Context: an optimization exercise on an open-source flow, tuned for small area, a short achievable clock period and few clock cycles. The choices shown serve that exercise and are no tape-out recipe.
In this exercise RTL edits were held to simulation tests only and were not proved equivalent to the original.
Power is estimated from default activity; no workload was simulated.

==> flow/design.v <==
`timescale 1ns/1ns
module cpu(
        input Clk,
        input Reset_N,
        output i_readM,
        output i_writeM,
        output [15:0] i_address,
        input [15:0] i_data,
        output d_readM,
        output d_writeM,
        output [15:0] d_address,
        input [15:0] d_data_in,
        output [15:0] d_data_out,
        output reg [15:0] num_inst,
        output reg [15:0] output_port,
        output is_halted
);
    assign i_readM = 1'b1;
    assign i_writeM = 1'b0;
    reg [7:0]  pc;
    reg [15:0] ir;
    reg        v_ex;
    reg [8:0]  pcp1_ex;
    reg        m_b, m_nb, m_imm, m_tcp, m_cin;      
    reg        x_br, x_jr, x_pt;                    
    reg [4:0]  sel_a, sel_b;                        
    reg [15:0] res;
    reg [15:0] sdata;
    reg [1:0]  rd_m;
    reg        we_m, ld_m, mem_m, st_m, wwd_m, hlt_m, cnt_m;
    reg [15:0] r0, r1, r2, r3;
    wire [3:0] f_op = i_data[15:12];
    wire [5:0] f_fn = i_data[5:0];
    wire [1:0] f_rs = i_data[11:10];
    wire [1:0] f_rt = i_data[9:8];
    wire [7:0] f_imm = i_data[7:0];
    wire f_isR   = (f_op == 4'd15);
    wire f_r_alu = f_isR & ~f_fn[4];
    wire f_r_jr  = f_isR & f_fn[4] & ~f_fn[2];
    wire f_r_hlt = f_isR & f_fn[4] & f_fn[2] & f_fn[0];
    wire f_isBr  = (f_op[3:2] == 2'b00);
    wire f_jump  = f_op[3] & ~f_op[2] & (f_op[1] | f_op[0]);
    wire f_use_rs = ~((f_op == 4'd6) | (f_op == 4'd14) | f_jump | f_r_hlt);
    wire f_use_rt = (f_r_alu & ~f_fn[2]) | (f_isBr & ~f_op[1]) | (f_op == 4'd8);
    wire f_pt = f_isBr & f_imm[7];
    wire [8:0] pcp1 = {1'b0, pc} + 9'd1;
    wire [7:0] t_p = pc ^ f_imm;
    wire [7:0] t_g = pc & f_imm;
    wire [7:0] tg0 = {t_g[7:1], pc[0] | f_imm[0]};
    wire [7:0] tp0 = {t_p[7:1], 1'b0};
    wire [7:0] tg1, tp1, tg2, tp2, tg3;
    genvar ti;
    generate
        for (ti = 0; ti < 8; ti = ti + 1) begin : tpfx
            if (ti >= 2) begin : l1
                assign tg1[ti] = tg0[ti] | (tp0[ti] & tg0[ti-1]);
                assign tp1[ti] = tp0[ti] & tp0[ti-1];
            end else if (ti == 1) begin : l1b
                assign tg1[ti] = t_g[1] | (t_p[1] & pc[0]) | (t_p[1] & f_imm[0]);
                assign tp1[ti] = 1'b0;
            end else begin : l1n
                assign tg1[ti] = tg0[ti];
                assign tp1[ti] = tp0[ti];
            end
            if (ti >= 2) begin : l2
                assign tg2[ti] = tg1[ti] | (tp1[ti] & tg1[ti-2]);
                assign tp2[ti] = tp1[ti] & tp1[ti-2];
            end else begin : l2n
                assign tg2[ti] = tg1[ti];
                assign tp2[ti] = tp1[ti];
            end
            if (ti >= 4) begin : l3
                assign tg3[ti] = tg2[ti] | (tp2[ti] & tg2[ti-4]);
            end else begin : l3n
                assign tg3[ti] = tg2[ti];
            end
        end
    endgenerate
    wire [7:0] f_btgt = {t_p[7:1], ~t_p[0]} ^ {tg3[6:0], 1'b0};
    reg [7:0] f_rsv;
    always @(*) begin
        case (f_rs)
            2'd0: f_rsv = r0[7:0];
            2'd1: f_rsv = r1[7:0];
            2'd2: f_rsv = r2[7:0];
            default: f_rsv = r3[7:0];
        endcase
    end
    wire [3:0] op  = ir[15:12];
    wire [5:0] fn  = ir[5:0];
    wire [1:0] rs  = ir[11:10];
    wire [1:0] rt  = ir[9:8];
    wire [1:0] rdf = ir[7:6];
    wire [7:0] imm = ir[7:0];
    wire [15:0] simm = {{8{imm[7]}}, imm};
    wire isR    = (op == 4'd15);
    wire r_alu  = isR & ~fn[4];
    wire r_jrl  = isR & fn[4] & ~fn[2] & fn[1];
    wire r_wwd  = isR & fn[4] & fn[2] & ~fn[0];
    wire r_hlt  = isR & fn[4] & fn[2] & fn[0];
    wire isADI  = (op == 4'd4);
    wire isORI  = (op == 4'd5);
    wire isLHI  = (op == 4'd6);
    wire isLWD  = (op == 4'd7);
    wire isSWD  = (op == 4'd8);
    wire isJAL  = (op == 4'd10);
    wire isNOP  = (op == 4'd14);
    wire go = v_ex;
    wire [15:0] A = ({16{sel_a[0]}} & r0) | ({16{sel_a[1]}} & r1) | ({16{sel_a[2]}} & r2)
                  | ({16{sel_a[3]}} & r3) | ({16{sel_a[4]}} & res);
    wire [15:0] B = ({16{sel_b[0]}} & r0) | ({16{sel_b[1]}} & r1) | ({16{sel_b[2]}} & r2)
                  | ({16{sel_b[3]}} & r3) | ({16{sel_b[4]}} & res);
    wire [15:0] y = ({16{m_b}} & B) | ({16{m_nb}} & ~B) | ({16{m_imm}} & simm) | {16{m_tcp}};
    wire [15:0] pg = A ^ y;
    wire [15:0] gb = ({16{m_b}} & A & B) | ({16{m_nb}} & A & ~B) | ({16{m_imm}} & A & simm);
    wire [15:0] gg0 = {gb[15:1], gb[0] | (pg[0] & m_cin)};
    wire [15:0] gp0 = {pg[15:1], 1'b0};
    wire [15:0] gg1, gp1, gg2, gp2, gg3, gp3, gg4;
    genvar gi;
    generate
        for (gi = 0; gi < 16; gi = gi + 1) begin : pfx
            if (gi >= 1) begin : l1
                assign gg1[gi] = gg0[gi] | (gp0[gi] & gg0[gi-1]);
                assign gp1[gi] = gp0[gi] & gp0[gi-1];
            end else begin : l1n
                assign gg1[gi] = gg0[gi];
                assign gp1[gi] = gp0[gi];
            end
            if (gi >= 2) begin : l2
                assign gg2[gi] = gg1[gi] | (gp1[gi] & gg1[gi-2]);
                assign gp2[gi] = gp1[gi] & gp1[gi-2];
            end else begin : l2n
                assign gg2[gi] = gg1[gi];
                assign gp2[gi] = gp1[gi];
            end
            if (gi >= 4) begin : l3
                assign gg3[gi] = gg2[gi] | (gp2[gi] & gg2[gi-4]);
                assign gp3[gi] = gp2[gi] & gp2[gi-4];
            end else begin : l3n
                assign gg3[gi] = gg2[gi];
                assign gp3[gi] = gp2[gi];
            end
            if (gi >= 8) begin : l4
                assign gg4[gi] = gg3[gi] | (gp3[gi] & gg3[gi-8]);
            end else begin : l4n
                assign gg4[gi] = gg3[gi];
            end
        end
    endgenerate
    wire [15:0] sum = pg ^ {gg4[14:0], m_cin};
    reg [15:0] other;
    reg sel_sum;
    always @(*) begin
        sel_sum = 1'b0;
        other = A;                                             
        if (isR) begin
            if (fn[4]) begin
                if (fn[1]) other = {7'd0, pcp1_ex};            
            end else case (fn[2:0])
                3'd2: other = gb;
                3'd3: other = gb | pg;
                3'd4: other = ~A;
                3'd6: other = {A[14:0], 1'b0};
                3'd7: other = {A[15], A[15:1]};
                default: sel_sum = 1'b1;                       
            endcase
        end else if (isORI) other = gb | pg;
        else if (isLHI) other = {imm, 8'h00};
        else if (isJAL) other = {7'd0, pcp1_ex};
        else sel_sum = 1'b1;                                   
    end
    wire [15:0] alu = sel_sum ? sum : other;
    wire a_eq_b = (A == B);
    wire a_nz = |A;
    reg br_cond;
    always @(*) begin
        case (op[1:0])
            2'd0: br_cond = ~a_eq_b;           
            2'd1: br_cond = a_eq_b;            
            2'd2: br_cond = ~A[15] & a_nz;     
            default: br_cond = A[15];          
        endcase
    end
    wire [7:0] br_target = pcp1_ex[7:0] + imm;
    wire redirect = go & ((x_br & (br_cond ^ x_pt)) | (x_jr & (A[7:0] != pc)));
    wire [7:0] target = x_jr ? A[7:0] : x_pt ? pcp1_ex[7:0] : br_target;
    wire we_ex = r_alu | isADI | isORI | isLHI | isLWD | isJAL | r_jrl;
    wire [1:0] dst_ex = (isJAL | r_jrl) ? 2'd2 : isR ? rdf : rt;
    wire f_seq = ~(f_pt | f_jump | f_r_jr);
    wire keep = ~redirect & ~haz;
    wire s_red = Reset_N & redirect;
    wire s_hold = Reset_N & ~redirect & haz;
    wire s_bt = Reset_N & keep & f_pt;
    wire s_j = Reset_N & keep & f_jump;
    wire s_jr = Reset_N & keep & f_r_jr;
    wire s_seq = Reset_N & keep & f_seq;
    always @(posedge Clk) begin
        pc <= ({8{s_red}} & target) | ({8{s_hold}} & pc) | ({8{s_bt}} & f_btgt)
            | ({8{s_j}} & f_imm) | ({8{s_jr}} & f_rsv) | ({8{s_seq}} & pcp1[7:0]);
    end
    wire fwd_a_nx = go & we_ex & (dst_ex == f_rs);
    wire fwd_b_nx = go & we_ex & (dst_ex == f_rt);
    wire haz = go & isLWD & ((f_use_rs & (dst_ex == f_rs)) | (f_use_rt & (dst_ex == f_rt)));
    wire f_sub = f_isR & (f_fn[2:0] == 3'd1);
    wire f_tcp = f_isR & (f_fn[2:0] == 3'd5);
    always @(posedge Clk) begin
        v_ex <= Reset_N & ~redirect & ~haz;
        ir <= i_data;
        pcp1_ex <= pcp1;
        m_b <= f_isR & ~f_fn[2] & (f_fn[1:0] != 2'd1);
        m_nb <= f_sub;
        m_imm <= ~f_isR & ~f_isBr;
        m_tcp <= f_tcp;
        m_cin <= f_sub | f_tcp;
        x_br <= f_isBr & (|f_imm);
        x_pt <= f_pt;
        x_jr <= f_r_jr;
        sel_a <= fwd_a_nx ? 5'b10000 : {1'b0, f_rs == 2'd3, f_rs == 2'd2, f_rs == 2'd1, f_rs == 2'd0};
        sel_b <= fwd_b_nx ? 5'b10000 : {1'b0, f_rt == 2'd3, f_rt == 2'd2, f_rt == 2'd1, f_rt == 2'd0};
    end
    always @(posedge Clk) begin
        res   <= alu;
        sdata <= B;
        rd_m  <= dst_ex;
        we_m  <= go & we_ex;
        ld_m  <= go & isLWD;
        mem_m <= go & (isLWD | isSWD);
        st_m  <= go & isSWD;
        wwd_m <= go & r_wwd;
        hlt_m <= go & r_hlt;
        cnt_m <= go & ~isNOP & ~r_hlt;
    end
    wire [15:0] wdata = Reset_N ? (ld_m ? d_data_in : res) : 16'd0;
    always @(posedge Clk) begin
        if (!Reset_N || (we_m && rd_m == 2'd0)) r0 <= wdata;
        if (!Reset_N || (we_m && rd_m == 2'd1)) r1 <= wdata;
        if (!Reset_N || (we_m && rd_m == 2'd2)) r2 <= wdata;
        if (!Reset_N || (we_m && rd_m == 2'd3)) r3 <= wdata;
    end
    always @(posedge Clk) begin
        if (!Reset_N) num_inst <= 16'd0;
        else num_inst <= num_inst + {15'd0, cnt_m};
        if (wwd_m) output_port <= res;
    end
    assign i_address = {8'd0, pc};
    assign d_readM = mem_m;
    assign d_writeM = st_m;
    assign d_address = res;
    assign d_data_out = sdata;
    assign is_halted = hlt_m;
endmodule
Settings: LEC_CHECK=0, ABC_CLOCK_PERIOD_IN_PS=1500, CAP_MARGIN=20, CORE_MARGIN=2, CORE_UTILIZATION=40, SLEW_MARGIN=20; clock period 12.0 ns.
standard.sh (not shown) runs the stock make flow with config.mk's settings and CLKGATE_MAP_FILE= SYNTH_SCRIPT=/design/flow/synth_recipe.tcl, a recipe that flattens the netlist after the stock synthesis.
==> flow/flow/run.sh <==
#!/bin/bash
# The standard layout (the standard.sh: ORFS from synthesis to the final
# layout, with config.mk's settings), with one change: every repair_timing
# step aims at a setup slack of 8.5 ns at the design's clock period, so gate
# sizing and buffering work on the paths that set the period the design
# achieves. The SDC, the clock period and the synthesis are the standard ones.
# make's output goes to standard_flow.log; each ORFS step writes its own log
# under orfs/logs/.
set -euo pipefail
bash standard.sh SETUP_SLACK_MARGIN=8.5 finish > standard_flow.log 2>&1
Testbench counts at the start, summed over its fixed seeds: cycles 39,466.
Change:
--- a/flow/design.v
+++ b/flow/design.v
@@ -26,9 +26,9 @@
     reg [4:0]  sel_a, sel_b;                        
     reg [15:0] res;
     reg [15:0] sdata;
     reg [1:0]  rd_m;
-    reg        we_m, ld_m, mem_m, st_m, wwd_m, hlt_m, cnt_m;
+    reg        we_m, ld_m, st_m, wwd_m, hlt_m, cnt_m;
     reg [15:0] r0, r1, r2, r3;
     wire [3:0] f_op = i_data[15:12];
     wire [5:0] f_fn = i_data[5:0];
     wire [1:0] f_rs = i_data[11:10];
@@ -41,43 +41,21 @@
     wire f_isBr  = (f_op[3:2] == 2'b00);
     wire f_jump  = f_op[3] & ~f_op[2] & (f_op[1] | f_op[0]);
     wire f_use_rs = ~((f_op == 4'd6) | (f_op == 4'd14) | f_jump | f_r_hlt);
     wire f_use_rt = (f_r_alu & ~f_fn[2]) | (f_isBr & ~f_op[1]) | (f_op == 4'd8);
-    wire f_pt = f_isBr & f_imm[7];
+    wire f_pt = f_isBr & (f_imm[7:5] == 3'b111);
     wire [8:0] pcp1 = {1'b0, pc} + 9'd1;
-    wire [7:0] t_p = pc ^ f_imm;
-    wire [7:0] t_g = pc & f_imm;
-    wire [7:0] tg0 = {t_g[7:1], pc[0] | f_imm[0]};
-    wire [7:0] tp0 = {t_p[7:1], 1'b0};
-    wire [7:0] tg1, tp1, tg2, tp2, tg3;
-    genvar ti;
-    generate
-        for (ti = 0; ti < 8; ti = ti + 1) begin : tpfx
-            if (ti >= 2) begin : l1
-                assign tg1[ti] = tg0[ti] | (tp0[ti] & tg0[ti-1]);
-                assign tp1[ti] = tp0[ti] & tp0[ti-1];
-            end else if (ti == 1) begin : l1b
-                assign tg1[ti] = t_g[1] | (t_p[1] & pc[0]) | (t_p[1] & f_imm[0]);
-                assign tp1[ti] = 1'b0;
-            end else begin : l1n
-                assign tg1[ti] = tg0[ti];
-                assign tp1[ti] = tp0[ti];
-            end
-            if (ti >= 2) begin : l2
-                assign tg2[ti] = tg1[ti] | (tp1[ti] & tg1[ti-2]);
-                assign tp2[ti] = tp1[ti] & tp1[ti-2];
-            end else begin : l2n
-                assign tg2[ti] = tg1[ti];
-                assign tp2[ti] = tp1[ti];
-            end
-            if (ti >= 4) begin : l3
-                assign tg3[ti] = tg2[ti] | (tp2[ti] & tg2[ti-4]);
-            end else begin : l3n
-                assign tg3[ti] = tg2[ti];
-            end
-        end
-    endgenerate
-    wire [7:0] f_btgt = {t_p[7:1], ~t_p[0]} ^ {tg3[6:0], 1'b0};
+    wire [4:0] t_p = pc[4:0] ^ f_imm[4:0];
+    wire [4:0] t_g = pc[4:0] & f_imm[4:0];
+    wire c1 = pc[0] | f_imm[0];
+    wire c2 = t_g[1] | (t_p[1] & pc[0]) | (t_p[1] & f_imm[0]);
+    wire g32 = t_g[3] | (t_p[3] & t_g[2]);
+    wire p32 = t_p[3] & t_p[2];
+    wire c3 = t_g[2] | (t_p[2] & t_g[1]) | (t_p[2] & t_p[1] & pc[0]) | (t_p[2] & t_p[1] & f_imm[0]);
+    wire c4 = g32 | (p32 & c2);
+    wire c5 = t_g[4] | (t_p[4] & g32) | (t_p[4] & p32 & c2);
+    wire [2:0] pc_hi_m1 = pc[7:5] - 3'd1;
+    wire [7:0] f_btgt = {c5 ? pc[7:5] : pc_hi_m1, t_p ^ {c4, c3, c2, c1, 1'b1}};
     reg [7:0] f_rsv;
     always @(*) begin
         case (f_rs)
             2'd0: f_rsv = r0[7:0];
@@ -112,15 +90,20 @@
                   | ({16{sel_b[3]}} & r3) | ({16{sel_b[4]}} & res);
     wire [15:0] y = ({16{m_b}} & B) | ({16{m_nb}} & ~B) | ({16{m_imm}} & simm) | {16{m_tcp}};
     wire [15:0] pg = A ^ y;
     wire [15:0] gb = ({16{m_b}} & A & B) | ({16{m_nb}} & A & ~B) | ({16{m_imm}} & A & simm);
-    wire [15:0] gg0 = {gb[15:1], gb[0] | (pg[0] & m_cin)};
+    wire c0x = (m_nb & (A[0] | ~B[0])) | (m_tcp & ~A[0]);
+    wire c1x = gb[0] | c0x;
+    wire [15:0] gg0 = {gb[15:1], c1x};
     wire [15:0] gp0 = {pg[15:1], 1'b0};
     wire [15:0] gg1, gp1, gg2, gp2, gg3, gp3, gg4;
     genvar gi;
     generate
         for (gi = 0; gi < 16; gi = gi + 1) begin : pfx
-            if (gi >= 1) begin : l1
+            if (gi == 1) begin : l1b
+                assign gg1[gi] = gb[1] | (pg[1] & gb[0]) | (pg[1] & c0x);
+                assign gp1[gi] = 1'b0;
+            end else if (gi >= 2) begin : l1
                 assign gg1[gi] = gg0[gi] | (gp0[gi] & gg0[gi-1]);
                 assign gp1[gi] = gp0[gi] & gp0[gi-1];
             end else begin : l1n
                 assign gg1[gi] = gg0[gi];
@@ -223,9 +206,8 @@
         sdata <= B;
         rd_m  <= dst_ex;
         we_m  <= go & we_ex;
         ld_m  <= go & isLWD;
-        mem_m <= go & (isLWD | isSWD);
         st_m  <= go & isSWD;
         wwd_m <= go & r_wwd;
         hlt_m <= go & r_hlt;
         cnt_m <= go & ~isNOP & ~r_hlt;
@@ -242,9 +224,9 @@
         else num_inst <= num_inst + {15'd0, cnt_m};
         if (wwd_m) output_port <= res;
     end
     assign i_address = {8'd0, pc};
-    assign d_readM = mem_m;
+    assign d_readM = ld_m;
     assign d_writeM = st_m;
     assign d_address = res;
     assign d_data_out = sdata;
     assign is_halted = hlt_m;
What happened: The new run ran to the end with no violations; setup slack got worse by 0.085 ns; synthesized cell count decreases by 3.7%; synthesized area decreases by 1.8%; sequential power decreases by about 0.7%; via count decreases by 4.0%; global-route usage decreases by 0.29 points; die area decreases by 1.7%; wire length decreases by 5.1%; combinational power decreases by 16%; design area decreases by 4.7%; clock power decreases by 4.1%; power decreases by 7.1%; count of clock-buffer cells in the layout increases by 2.
Testbench counts after the change, summed over its fixed seeds: cycles 39,466.

==> port drivers added, routing unchanged <==
In the flow no input, the clock included, has a driving cell. The finished layouts below were timed again as built, in two steps. Step 1: set_driving_cell puts a clkbuf_16 on Clk and a buf_2 on each other input, an assumption about the parent block. Step 2 also shifts input and output timing later by t, the mid clock arrival at the registers, as if the neighbouring blocks saw the same clock. Three values: no drivers, after step 1, after step 2; two values: the first two.
| run | t, ns | setup WS [ns] | worst data-port slew with drivers (ns) |
|---|---|---|---|
| the first run | 0.500 | 8.131 / 8.141 / 7.644 | 0.06 |
| the second run | 0.490 | 8.047 / 8.060 / 7.570 | 0.06 |
After both steps every run listed still meets setup and hold. For the first run, which loses most, drivers alone change the setup slack by +0.010 ns; drivers and shift together by -0.487 ns.
